Source: an optimization exercise on an open RTL-to-GDS flow (aim: small area). Production flows keep margins and buffers that such runs may drop.
Where RTL was checked, it was by simulation tests only, not by an equivalence proof against the original.
Power figures rest on the tool's default switching activity, not on a simulated workload.

## juniper
==> flow/design.v <==
`timescale 1ns / 1ps
module Micro_Con_ROM(clk, rst, REF, POT, PWM, Ena_ADC);
input clk, rst;
input [17:0] REF, POT;
output reg [17:0] PWM;
output Ena_ADC;
localparam [17:0] HSTART = 18'd206623;    
reg [5:0]  s;       
reg [17:0] H;       
reg [17:0] A;
reg [15:0] Dr;
wire [17:0] D = {Dr, 2'b00};
wire idle = s[5] & s[1];
function st; input [5:0] v; st = (s == v); endfunction
wire nr   = !rst;
wire x0   = st(1) | st(13) | st(16) | st(25) | st(33) | rst;      
wire x1   = st(10) | st(12) | st(24) | st(32) | idle;             
wire sREF = nr & (st(7) | st(8) | st(9));                        
wire sPp  = nr & (st(3) | st(5) | st(10));                       
wire sPn  = nr & (st(1) | st(13));                               
wire sA   = nr & (st(11) | st(24));                              
wire sDn  = nr & (st(12) | st(16) | st(19) | st(20) | st(21) | st(22) | st(23)
                  | st(25) | st(28) | st(30) | st(31));           
wire sK   = nr & st(33);
wire inc  = nr & idle;
wire ldP  = st(11) | rst;
wire ldA  = st(12) | st(24) | rst;
wire ldD  = st(15) | st(32) | rst;
wire [17:0] X = x0 ? 18'd0 : x1 ? H : {H[16:0], 1'b0};
wire neg = sPn | sDn;
wire [17:0] dv = ({18{sREF}} & REF) | ({18{sPp | sPn}} & POT)
              | ({18{sA}} & A) | ({18{sDn}} & D) | ({18{sK}} & HSTART);
wire [17:0] B = dv ^ {18{neg}};
wire [18:0] c;
assign c[0] = sPn | sDn | inc;
wire [17:0] S;
genvar gi;
generate for (gi = 0; gi < 18; gi = gi + 1) begin : rca
  assign S[gi] = X[gi] ^ B[gi] ^ c[gi];
  assign c[gi+1] = (X[gi] & B[gi]) | (c[gi] & (X[gi] ^ B[gi]));
end endgenerate
wire cout = c[18];
always @(posedge clk) begin
  if (rst) s <= 6'd0;
  else if (!idle) s <= s + 6'd1;
  else if (cout) s <= 6'd0;
  H <= S;
  if (ldP) PWM <= S;
  if (ldA) A <= S;
  if (ldD) Dr <= S[17:2];
end
assign Ena_ADC = !(s >= 6'd1 && s <= 6'd13);
endmodule
export LEC_CHECK = 0
export CAP_MARGIN = 20
export CORE_MARGIN = 2
export CORE_UTILIZATION = 40
export SLEW_MARGIN = 20
create_clock -name core_clock -period 15.0 [get_ports {clk}]
standard.sh (not shown) runs the stock make flow with config.mk's settings and CLKGATE_MAP_FILE= SYNTH_SCRIPT=/design/flow/synth_recipe.tcl, a recipe that flattens the netlist after the stock synthesis.
==> flow/flow/run.sh <==
#!/bin/bash
# The standard layout (standard synthesis), with buf_1 port buffers and a
# clock tree of clkbuf_8 without dummy loads. make's output goes to standard.log.
set -uo pipefail
bash standard.sh \
  "BUFFER_PORTS_ARGS=-buffer_cell sky130_fd_sc_hd__buf_1" \
  "CTS_ARGS=-sink_clustering_enable -repair_clock_nets -dont_use_dummy_load -buf_list sky130_fd_sc_hd__clkbuf_8 -root_buf sky130_fd_sc_hd__clkbuf_8" \
  finish > standard.log 2>&1
rc=$?
tail -5 standard.log
exit $rc
[inputs] maple vs juniper
--- a/flow/design.v
+++ b/flow/design.v
@@ -11,6 +11,7 @@
 reg [15:0] Dr;
 wire [17:0] D = {Dr, 2'b00};
 wire idle = s[5] & s[1];
+wire neg;
 function st; input [5:0] v; st = (s == v); endfunction
 wire nr   = !rst;
 wire x0   = st(1) | st(13) | st(16) | st(25) | st(33) | rst;      
@@ -22,22 +23,22 @@
 wire sDn  = nr & (st(12) | st(16) | st(19) | st(20) | st(21) | st(22) | st(23)
                   | st(25) | st(28) | st(30) | st(31));           
 wire sK   = nr & st(33);
+assign neg = sPn | sDn;
 wire inc  = nr & idle;
 wire ldP  = st(11) | rst;
 wire ldA  = st(12) | st(24) | rst;
 wire ldD  = st(15) | st(32) | rst;
-wire [17:0] X = x0 ? 18'd0 : x1 ? H : {H[16:0], 1'b0};
-wire neg = sPn | sDn;
-wire [17:0] dv = ({18{sREF}} & REF) | ({18{sPp | sPn}} & POT)
-              | ({18{sA}} & A) | ({18{sDn}} & D) | ({18{sK}} & HSTART);
-wire [17:0] B = dv ^ {18{neg}};
+wire [17:0] S;
 wire [18:0] c;
-assign c[0] = sPn | sDn | inc;
-wire [17:0] S;
+assign c[0] = neg | inc;
+wire [17:0] H2 = {H[16:0], 1'b0};
+wire [17:0] Kv = HSTART;
 genvar gi;
-generate for (gi = 0; gi < 18; gi = gi + 1) begin : rca
-  assign S[gi] = X[gi] ^ B[gi] ^ c[gi];
-  assign c[gi+1] = (X[gi] & B[gi]) | (c[gi] & (X[gi] ^ B[gi]));
+generate for (gi = 0; gi < 18; gi = gi + 1) begin : dp
+  DpBit u (.x1(x1), .x2(!x0 && !x1), .h(H[gi]), .h2(H2[gi]),
+           .sr(sREF), .r(REF[gi]), .sp(sPp | sPn), .p(POT[gi]), .sa(sA), .a(A[gi]),
+           .sd(sDn), .d(D[gi]), .k(sK & Kv[gi]), .neg(neg),
+           .ci(c[gi]), .s(S[gi]), .co(c[gi+1]));
 end endgenerate
 wire cout = c[18];
 always @(posedge clk) begin
@@ -51,3 +52,11 @@
 end
 assign Ena_ADC = !(s >= 6'd1 && s <= 6'd13);
 endmodule
+module DpBit(x1, x2, h, h2, sr, r, sp, p, sa, a, sd, d, k, neg, ci, s, co);
+input x1, x2, h, h2, sr, r, sp, p, sa, a, sd, d, k, neg, ci;
+output s, co;
+wire x = (x1 & h) | (x2 & h2);
+wire b = ((sr & r) | (sp & p) | (sa & a) | (sd & d) | k) ^ neg;
+assign s = x ^ b ^ ci;
+assign co = (x & b) | (ci & (x ^ b));
+endmodule
Notes after the runs:
When maple is set beside juniper, its final cell count turns out to be 4 smaller.
Delta (maple minus juniper): area growth from synthesis to final layout went down 0.46 points; fmax now smaller; share of the clock period used by the worst path after layout moved up.
Going from juniper to maple, area after synthesis shows a reduction of 3.4%; setup slack of the critical path after layout dropped 0.036 ns.
Diff juniper -> maple: die area shows a reduction of 3.2%, max-slew headroom at the worst pin decreased by 1.5 points relative to the old numbers.
Re proportion of final cell area spent on non-clock buffers: maple and juniper aren't equal, and the lower value belongs to maple.
Function not checked in juniper: the RTL went through the layout flow alone.

========
Micro_Con_ROM, a different RTL version from the one above (not shown whole).
Size: ~57 I/O pins, about 3600 um^2 of cells after synthesis.
==> module BMux, before the edit <==
module BMux(sr, r, sp, p, sa, a, sd, d, sk, neg, b);
parameter KB = 0;
parameter DB = 1;
input sr, r, sp, p, sa, a, sd, d, sk, neg;
output b;
wire m = (sr & r) | (sp & p) | (sa & a) | (DB ? (sd & d) : 1'b0) | (KB ? sk : 1'b0);
assign b = m ^ neg;
endmodule
==> module Ctrl, before the edit <==
module Ctrl(s, rst, x0, x1, sREF, sPOT, sA, sD, sK, neg, inc, ldP, ldA, ldD);
input [5:0] s;
input rst;
output x0, x1, sREF, sPOT, sA, sD, sK, neg, inc, ldP, ldA, ldD;
function st; input [5:0] v; st = (s == v); endfunction
wire idle = s[5];
assign x0   = st(1) | st(13) | st(24) | st(31) | st(0);              
assign x1   = st(10) | st(12) | st(23) | idle;                     
assign sREF = (st(6) | st(9));
assign sPOT = (st(1) | st(3) | st(5) | st(10) | st(13));
assign sA   = (st(11) | st(23));
assign sD   = (st(12) | st(18) | st(19) | st(20) | st(21) | st(22)
                    | st(24) | st(26) | st(28) | st(30));
assign sK   = st(31);
assign neg  = (st(1) | st(9) | st(24) | st(26));
assign inc  = idle;
assign ldP  = st(11) | rst;
assign ldA  = st(12) | st(23) | rst;
assign ldD  = st(15) | st(30) | rst;
endmodule
Settings: LEC_CHECK=0, CAP_MARGIN=20, CORE_MARGIN=2, CORE_UTILIZATION=40, SLEW_MARGIN=20, SYNTH_HIERARCHICAL=1; clock period 15.0 ns.
Scripts as last shown in full above: flow/flow/run.sh
Then changed:
--- a/flow/design.v
+++ b/flow/design.v
@@ -46,35 +46,67 @@
 endmodule
 module BMux(sr, r, sp, p, sa, a, sd, d, sk, neg, b);
 parameter KB = 0;
 parameter DB = 1;
 input sr, r, sp, p, sa, a, sd, d, sk, neg;
 output b;
-wire m = (sr & r) | (sp & p) | (sa & a) | (DB ? (sd & d) : 1'b0) | (KB ? sk : 1'b0);
+wire m;
+BSel #(.KB(KB), .DB(DB)) sel (.sr(sr), .r(r), .sp(sp), .p(p), .sa(sa), .a(a), .sd(sd), .d(d),
+                              .sk(sk), .m(m));
+BInv inv (.m(m), .neg(neg), .b(b));
+endmodule
+module BSel(sr, r, sp, p, sa, a, sd, d, sk, m);
+parameter KB = 0;
+parameter DB = 1;
+input sr, r, sp, p, sa, a, sd, d, sk;
+output m;
+assign m = (sr & r) | (sp & p) | (sa & a) | (DB ? (sd & d) : 1'b0) | (KB ? sk : 1'b0);
+endmodule
+module BInv(m, neg, b);
+input m, neg;
+output b;
 assign b = m ^ neg;
 endmodule
 module FullAdd(a, b, ci, s, co);
 input a, b, ci;
 output s, co;
 assign s = a ^ b ^ ci;
 assign co = (a & b) | (ci & (a ^ b));
 endmodule
 module Ctrl(s, rst, x0, x1, sREF, sPOT, sA, sD, sK, neg, inc, ldP, ldA, ldD);
 input [5:0] s;
 input rst;
 output x0, x1, sREF, sPOT, sA, sD, sK, neg, inc, ldP, ldA, ldD;
-function st; input [5:0] v; st = (s == v); endfunction
-wire idle = s[5];
-assign x0   = st(1) | st(13) | st(24) | st(31) | st(0);              
-assign x1   = st(10) | st(12) | st(23) | idle;                     
-assign sREF = (st(6) | st(9));
-assign sPOT = (st(1) | st(3) | st(5) | st(10) | st(13));
-assign sA   = (st(11) | st(23));
-assign sD   = (st(12) | st(18) | st(19) | st(20) | st(21) | st(22)
-                    | st(24) | st(26) | st(28) | st(30));
+wire [7:0] lo;       
+wire [3:0] hi;       
+CtrlPre pre (.s(s), .lo(lo), .hi(hi));
+CtrlOut out (.lo(lo), .hi(hi), .idle(s[5]), .rst(rst), .x0(x0), .x1(x1), .sREF(sREF),
+             .sPOT(sPOT), .sA(sA), .sD(sD), .sK(sK), .neg(neg), .inc(inc),
+             .ldP(ldP), .ldA(ldA), .ldD(ldD));
+endmodule
+module CtrlPre(s, lo, hi);
+input [5:0] s;
+output [7:0] lo;
+output [3:0] hi;
+assign lo = 8'd1 << s[2:0];
+assign hi = s[5] ? 4'd0 : (4'd1 << s[4:3]);
+endmodule
+module CtrlOut(lo, hi, idle, rst, x0, x1, sREF, sPOT, sA, sD, sK, neg, inc, ldP, ldA, ldD);
+input [7:0] lo;
+input [3:0] hi;
+input idle, rst;
+output x0, x1, sREF, sPOT, sA, sD, sK, neg, inc, ldP, ldA, ldD;
+function st; input [4:0] v; st = hi[v[4:3]] & lo[v[2:0]]; endfunction
+assign x0   = st(0) | st(1) | st(13) | st(24) | st(31);              
+assign x1   = st(10) | st(12) | st(23) | idle;                       
+assign sREF = st(6) | st(9);
+assign sPOT = st(1) | st(3) | st(5) | st(10) | st(13);
+assign sA   = st(11) | st(23);
+assign sD   = st(12) | st(18) | st(19) | st(20) | st(21) | st(22)
+            | st(24) | st(26) | st(28) | st(30);
 assign sK   = st(31);
-assign neg  = (st(1) | st(9) | st(24) | st(26));
+assign neg  = st(1) | st(9) | st(24) | st(26);
 assign inc  = idle;
 assign ldP  = st(11) | rst;
 assign ldA  = st(12) | st(23) | rst;
 assign ldD  = st(15) | st(30) | rst;
 endmodule
Power increases by a little under a tenth. Design area is lower by a few percent. Flip-flop and latch count stays the same. Count of clock-buffer cells in the layout is unchanged. Setup slack gets worse by 0.056 ns. Register-to-register slack is worse by 0.66 ns. First-iteration DRC count went down by well over a third. Global-route usage shrinks by 0.28 points. Hold slack degrades by 0.14 ns.
For the first run of this note, only the layout was checked, not whether the RTL still works.

## port drivers added, routing unchanged
How much do the figures lean on ideal ports? The routed layouts below were timed once more, with nothing changed but the port constraints. Step 1: set_driving_cell puts a clkbuf_16 on clk and a buf_2 on each other input, an assumption about the parent block. Step 2 adds t to the input delays and takes it off the output delays; t is the mean of the earliest and latest rising clock arrival at the registers after step 1. Input paths then give back, and output paths get back, about the clock's delay inside the block. a / b / c = ideal ports / drivers / drivers and shift; a / b = the first two.
| run | t (ns) | setup WS [ns] | worst register clock-pin slew, ns | worst data-port slew with drivers (ns) |
|---|---|---|---|---|
| juniper | 0.370 | 3.228 / 3.239 / 2.868 | 0.09 / 0.09 | 0.03 |
| maple | 0.368 | 3.192 / 3.194 / 2.825 | 0.08 / 0.08 | 0.04 |
| the first run of note 2 | 0.365 | 4.361 / 4.369 / 4.003 | 0.07 / 0.07 | 0.04 |
| the second run of note 2 | 0.357 | 4.305 / 4.315 / 3.958 | 0.08 / 0.08 | 0.03 |
After both steps setup and hold are still met in every run listed. The setup slack of maple, which loses most, moves by +0.002 ns with the drivers and by -0.367 ns with both steps.
